This is an optimization exercise on Yosys and OpenROAD, whose aim is small area, not a production implementation. The RTL was checked by simulation tests, not by an equivalence proof against the original design.

// sqrt_u32
module sqrt_u32 (
    input  wire        clk,
    input  wire        rst_n,
    input  wire        valid_in,
    input  wire [31:0] data_i,
    output wire        valid_out,
    output wire [15:0] data_o
);
For scale: roughly 68 flip-flops, about 52 I/O pins, ~6500 um2 of cells after synthesis.
==> flow/config.mk <==
export PLATFORM = sky130hd
export DESIGN_NAME = sqrt_u32
export DESIGN_NICKNAME = sqrt_u32
export VERILOG_FILES = /design/flow/design.v
export SDC_FILE = /design/flow/constraint.sdc
export NUM_CORES = 4
export LEC_CHECK = 0
export ABC_AREA = 1
export CAP_MARGIN = 20
export CORE_MARGIN = 2
export CORE_UTILIZATION = 55
export CTS_BUF_LIST = sky130_fd_sc_hd__clkbuf_8
export GPL_TIMING_DRIVEN = 0
export PLACE_DENSITY = 0.65
export SETUP_SLACK_MARGIN = -0.5
export SLEW_MARGIN = 20
==> flow/constraint.sdc <==
create_clock -name core_clock -period 9.0 [get_ports {clk}]
set_input_delay 1.8000 -clock core_clock [delete_from_list [all_inputs] [get_ports {clk}]]
set_output_delay 1.8000 -clock core_clock [all_outputs]
set_load 0.01 [all_outputs]
standard.sh (not shown) runs the stock make flow with config.mk's settings and CLKGATE_MAP_FILE= SYNTH_SCRIPT=/design/flow/synth_recipe.tcl, a recipe that flattens the netlist after the stock synthesis.
==> flow/flow/run.sh <==
#!/bin/bash
# Standard layout (standard.sh) with its own logic mapping:
# - synthesis skips Yosys's full-adder extraction (ADDER_MAP_FILE empty), so ABC maps the
#   carry chains itself;
# - ABC runs flow/area.abc instead of ORFS's script. Everything else in synthesis (registers,
#   flattening, renaming) is the standard synthesis script, patched only at the abc call.
# - input and output ports get the smallest buffer (buf_1).
export BUFFER_PORTS_ARGS="-buffer_cell sky130_fd_sc_hd__buf_1"
# - clock tree without dummy loads.
export CTS_ARGS="-sink_clustering_enable -repair_clock_nets -buf_list sky130_fd_sc_hd__clkbuf_8 -dont_use_dummy_load"
# - no timing repair after global routing (its parasitic estimate is pessimistic); timing is
#   repaired after clock tree synthesis only.
export SKIP_INCREMENTAL_REPAIR=1
set -euo pipefail
here=$(pwd)
sed 's|^\(\s*\)log_cmd abc {\*}$abc_args|\1log_cmd abc {*}[lreplace $abc_args 1 1 $::env(MY_ABC_SCRIPT)]|' \
  "$FLOW_HOME/scripts/synth.tcl" > "$here/synth_abc.tcl"
grep -q 'MY_ABC_SCRIPT' "$here/synth_abc.tcl"
sed "s|\$::env(SCRIPTS_DIR)/synth.tcl|$here/synth_abc.tcl|" synth_recipe.tcl > "$here/synth_recipe_abc.tcl"
grep -q synth_abc.tcl "$here/synth_recipe_abc.tcl"
sed "s|SYNTH_SCRIPT=[^ ]*|SYNTH_SCRIPT=$here/synth_recipe_abc.tcl|" standard.sh > "$here/standard_abc.sh"
export ADDER_MAP_FILE=
export MY_ABC_SCRIPT="$here/flow/area.abc"
bash "$here/standard_abc.sh" > standard.log 2>&1
==> flow/flow/area.abc <==
strash
dch
map -B 0.9
topo
stime -c
buffer -c
dnsize -c
The baseline finished with setup timing left.
Change:
--- a/flow/flow/run.sh
+++ b/flow/flow/run.sh
@@ -10,5 +10,2 @@
 export CTS_ARGS="-sink_clustering_enable -repair_clock_nets -buf_list sky130_fd_sc_hd__clkbuf_8 -dont_use_dummy_load"
-# - no timing repair after global routing (its parasitic estimate is pessimistic); timing is
-#   repaired after clock tree synthesis only.
-export SKIP_INCREMENTAL_REPAIR=1
 set -euo pipefail
==> flow/flow/area.abc (replaced) <==
strash
dc2
dch
map -B 0.9
topo
stime -c
buffer -c
dnsize -c
- SETUP_SLACK_MARGIN: -0.5 -> -0.65
Result:
- With this change the flow finished clean
- maximum frequency is higher by 8.8%
- wire length climbs by 2.6%
- final cell count is lower by 2.5%
- non-clock buffer count went down by 4
- via count rose by 1.6%
Change:
==> flow/flow/area.abc (replaced) <==
strash
dch
map -B 0.9
topo
stime -c
buffer -c
dnsize -c
- SETUP_SLACK_MARGIN: -0.65 -> -0.5
Result:
- routed wire length is about the same
- final area climbs by a few percent
- via count is about the same
Change:
--- a/flow/flow/run.sh
+++ b/flow/flow/run.sh
@@ -10,2 +10,5 @@
 export CTS_ARGS="-sink_clustering_enable -repair_clock_nets -buf_list sky130_fd_sc_hd__clkbuf_8 -dont_use_dummy_load"
+# - no timing repair after global routing (its parasitic estimate is pessimistic); timing is
+#   repaired after clock tree synthesis only.
+export SKIP_INCREMENTAL_REPAIR=1
 set -euo pipefail
- SETUP_SLACK_MARGIN: -0.5 -> -0.2
Outcome: The changed run reached the layout checks and failed them: setup timing; sequential share of layout area rises by 0.69 points; cell area went down by a few percent; worst setup slack degrades by 0.62 ns; first-iteration DRC count went up slightly.

========
## job 8330
sqrt_u32, a different RTL version from the one above (not shown whole).
Size in the first run: about 1,200 cells after synthesis, about 85 flip-flops.
## sqrt_u32
module sqrt_u32 (
    input  wire        clk,
    input  wire        rst_n,
    input  wire        valid_in,
    input  wire [31:0] data_i,
    output wire        valid_out,
    output wire [15:0] data_o
);
clock: 9.0 ns
lec_check: 0
abc_area: 1
cap_margin: 20
core_margin: 2
core_utilization: 50
cts_buf_list: sky130_fd_sc_hd__clkbuf_8
place_density: 0.6
slew_margin: 20
==> flow/flow/run.sh <==
#!/bin/bash
# Standard layout (standard.sh), except that synthesis skips Yosys's full-adder extraction
# (ADDER_MAP_FILE empty), so ABC maps the carry chains itself.
export BUFFER_PORTS_ARGS="-buffer_cell sky130_fd_sc_hd__buf_1"
set -euo pipefail
export ADDER_MAP_FILE=
bash standard.sh > standard.log 2>&1
Modified inputs, job 1171 compared to job 8330
Settings: SETUP_SLACK_MARGIN: unset -> -0.6; CORE_UTILIZATION: 50 -> 55; GPL_TIMING_DRIVEN: unset -> 0; PLACE_DENSITY: 0.6 -> 0.65.
==> flow/flow/run.sh <==
#!/bin/bash
# Standard layout (standard.sh) with its own logic mapping:
# - synthesis skips Yosys's full-adder extraction (ADDER_MAP_FILE empty), so ABC maps the
#   carry chains itself;
# - ABC runs flow/area.abc instead of ORFS's script. Everything else in synthesis (registers,
#   flattening, renaming) is the standard synthesis script, patched only at the abc call.
# - input and output ports get the smallest buffer (buf_1).
export BUFFER_PORTS_ARGS="-buffer_cell sky130_fd_sc_hd__buf_1"
# - clock tree without dummy loads.
export CTS_ARGS="-sink_clustering_enable -repair_clock_nets -buf_list sky130_fd_sc_hd__clkbuf_8 -dont_use_dummy_load"
set -euo pipefail
here=$(pwd)
sed 's|^\(\s*\)log_cmd abc {\*}$abc_args|\1log_cmd abc {*}[lreplace $abc_args 1 1 $::env(MY_ABC_SCRIPT)]|' \
  "$FLOW_HOME/scripts/synth.tcl" > "$here/synth_abc.tcl"
grep -q 'MY_ABC_SCRIPT' "$here/synth_abc.tcl"
sed "s|\$::env(SCRIPTS_DIR)/synth.tcl|$here/synth_abc.tcl|" synth_recipe.tcl > "$here/synth_recipe_abc.tcl"
grep -q synth_abc.tcl "$here/synth_recipe_abc.tcl"
sed "s|SYNTH_SCRIPT=[^ ]*|SYNTH_SCRIPT=$here/synth_recipe_abc.tcl|" standard.sh > "$here/standard_abc.sh"
export ADDER_MAP_FILE=
export MY_ABC_SCRIPT="$here/flow/area.abc"
bash "$here/standard_abc.sh" > standard.log 2>&1
==> flow/flow/area.abc (new file) <==
strash
dch
map -B 0.9
topo
stime -c
buffer -c
dnsize -c
==> summary.txt <==
- Delta (job 1171 minus job 8330): layout overhead on the synthesized area increased 1.2 points; post-synthesis cell type count fell 10; total routed wirelength went down 710 um.
- Capture point of the worst path = q16_q[0]$_DFF_P_: job 1171; capture point of the worst path = r7_q[2]$_DFF_P_: job 8330
- The beginning of the critical path comes out data_i[30] in one run and q11_q[0]$_DFF_P_ in the other, namely in job 8330 and job 1171 respectively.
- Number of tap instances: job 1171 vs job 8330 down 18%
- Diff job 8330 -> job 1171: post-CTS clock slew at the launch and capture registers of the worst setup and hold paths went down 0.02 ns.
The inputs of job 749 differ from those of job 1171 as listed below.
Settings: SLEW_MARGIN: 20 -> 5; CAP_MARGIN: 20 -> 5; GPL_TIMING_DRIVEN: 0 -> unset; SETUP_SLACK_MARGIN: -0.6 -> unset.
==> flow/flow/run.sh <==
#!/bin/bash
# Standard layout (standard.sh), except that synthesis skips Yosys's full-adder extraction
# (ADDER_MAP_FILE empty), so ABC maps the carry chains itself.
export BUFFER_PORTS_ARGS="-buffer_cell sky130_fd_sc_hd__buf_1"
set -euo pipefail
export ADDER_MAP_FILE=
bash standard.sh > standard.log 2>&1
removed: flow/flow/area.abc
Results
Summary: with job 1171 as the reference, total detailed-routing wirelength in job 749 moved up slightly.
Per the comparison of job 749 with job 1171, synthesized area picked up an extra about 4%; core utilization shows a reduction of 0.88 points.
Max number of non-filler instances in the completed layout across job 1171 and job 749: job 749
Job 1171 reports its end point of the critical path as q16_q[0]$_DFF_P_ while job 749 reports r7_q[2]$_DFF_P_.
In job 749 the first-pass GRT wire length turned out 1100 um higher than in job 1171.
diff inputs: job 749 => job 1346
Settings: SLEW_MARGIN now 20, was 5; GPL_TIMING_DRIVEN now 0, previously not set; SETUP_SLACK_MARGIN now -0.4, previously not set; CAP_MARGIN now 20, was 5.
==> flow/flow/run.sh <==
#!/bin/bash
# Standard layout (standard.sh) with its own logic mapping:
# - synthesis skips Yosys's full-adder extraction (ADDER_MAP_FILE empty), so ABC maps the
#   carry chains itself;
# - ABC runs flow/area.abc instead of ORFS's script. Everything else in synthesis (registers,
#   flattening, renaming) is the standard synthesis script, patched only at the abc call.
# - input and output ports get the smallest buffer (buf_1).
export BUFFER_PORTS_ARGS="-buffer_cell sky130_fd_sc_hd__buf_1"
# - clock tree without dummy loads.
export CTS_ARGS="-sink_clustering_enable -repair_clock_nets -buf_list sky130_fd_sc_hd__clkbuf_8 -dont_use_dummy_load"
set -euo pipefail
here=$(pwd)
sed 's|^\(\s*\)log_cmd abc {\*}$abc_args|\1log_cmd abc {*}[lreplace $abc_args 1 1 $::env(MY_ABC_SCRIPT)]|' \
  "$FLOW_HOME/scripts/synth.tcl" > "$here/synth_abc.tcl"
grep -q 'MY_ABC_SCRIPT' "$here/synth_abc.tcl"
sed "s|\$::env(SCRIPTS_DIR)/synth.tcl|$here/synth_abc.tcl|" synth_recipe.tcl > "$here/synth_recipe_abc.tcl"
grep -q synth_abc.tcl "$here/synth_recipe_abc.tcl"
sed "s|SYNTH_SCRIPT=[^ ]*|SYNTH_SCRIPT=$here/synth_recipe_abc.tcl|" standard.sh > "$here/standard_abc.sh"
export ADDER_MAP_FILE=
export MY_ABC_SCRIPT="$here/flow/area.abc"
bash "$here/standard_abc.sh" > standard.log 2>&1
==> flow/flow/area.abc (new file) <==
strash
dch
map -B 0.9
topo
==> comparison <==
Of job 1346 and job 749, only job 749 finishes the flow clean.
Although it ran to completion, job 1346 produced a layout that fails the final checks because of capacitance limit, slew limit.
As far as post-synthesis async set-or-reset flop share goes, job 749 and job 1346 are indistinguishable; the numbers are identical.
Changes observed in job 1346 relative to job 749: storage element area higher.
Number of cells traversed by the worst hold path came out exactly the same in job 1346 and job 749.
Run comparison: job 749 kind of critical path input pin to flop; job 1346 kind of critical path flop to flop

-- separate check: timing with driven ports --
No port has a modelled driver above. Below, the same layouts with a new extraction and two added sets of constraints. Step 1 (the two cells are an assumption about what drives the block):
set clk [get_ports {clk}]
set_driving_cell -lib_cell sky130_fd_sc_hd__clkbuf_16 $clk
set_driving_cell -lib_cell sky130_fd_sc_hd__buf_2 [delete_from_list [all_inputs] $clk]
Step 2 also shifts input and output timing later by t, the mid clock arrival at the registers, as if the neighbouring blocks saw the same clock. Three values: no drivers, after step 1, after step 2; two values: the first two.
run	t, ns	slack for setup (ns)	worst setup path after step 2
the first run of note 1	0.371	-0.472 / -0.464 / -0.835	input to register
the second run of note 1	0.379	0.294 / 0.260 / -0.043	input to register
the third run of note 1	0.370	0.452 / 0.463 / 0.093	input to register
the fourth run of note 1	0.376	-0.170 / -0.165 / -0.541	input to register
job 8330	0.414	1.009 / 1.029 / 0.615	input to register
job 1171	0.405	0.519 / 0.519 / 0.246	input to register
job 749	0.419	0.950 / 0.967 / 0.548	input to register
job 1346	0.400	0.505 / 0.505 / 0.287	input to register
With both steps, setup timing fails in the second run of note 1, where it was met with ideal ports. For job 749, which loses most, drivers alone change the setup slack by +0.017 ns; drivers and shift together by -0.402 ns.
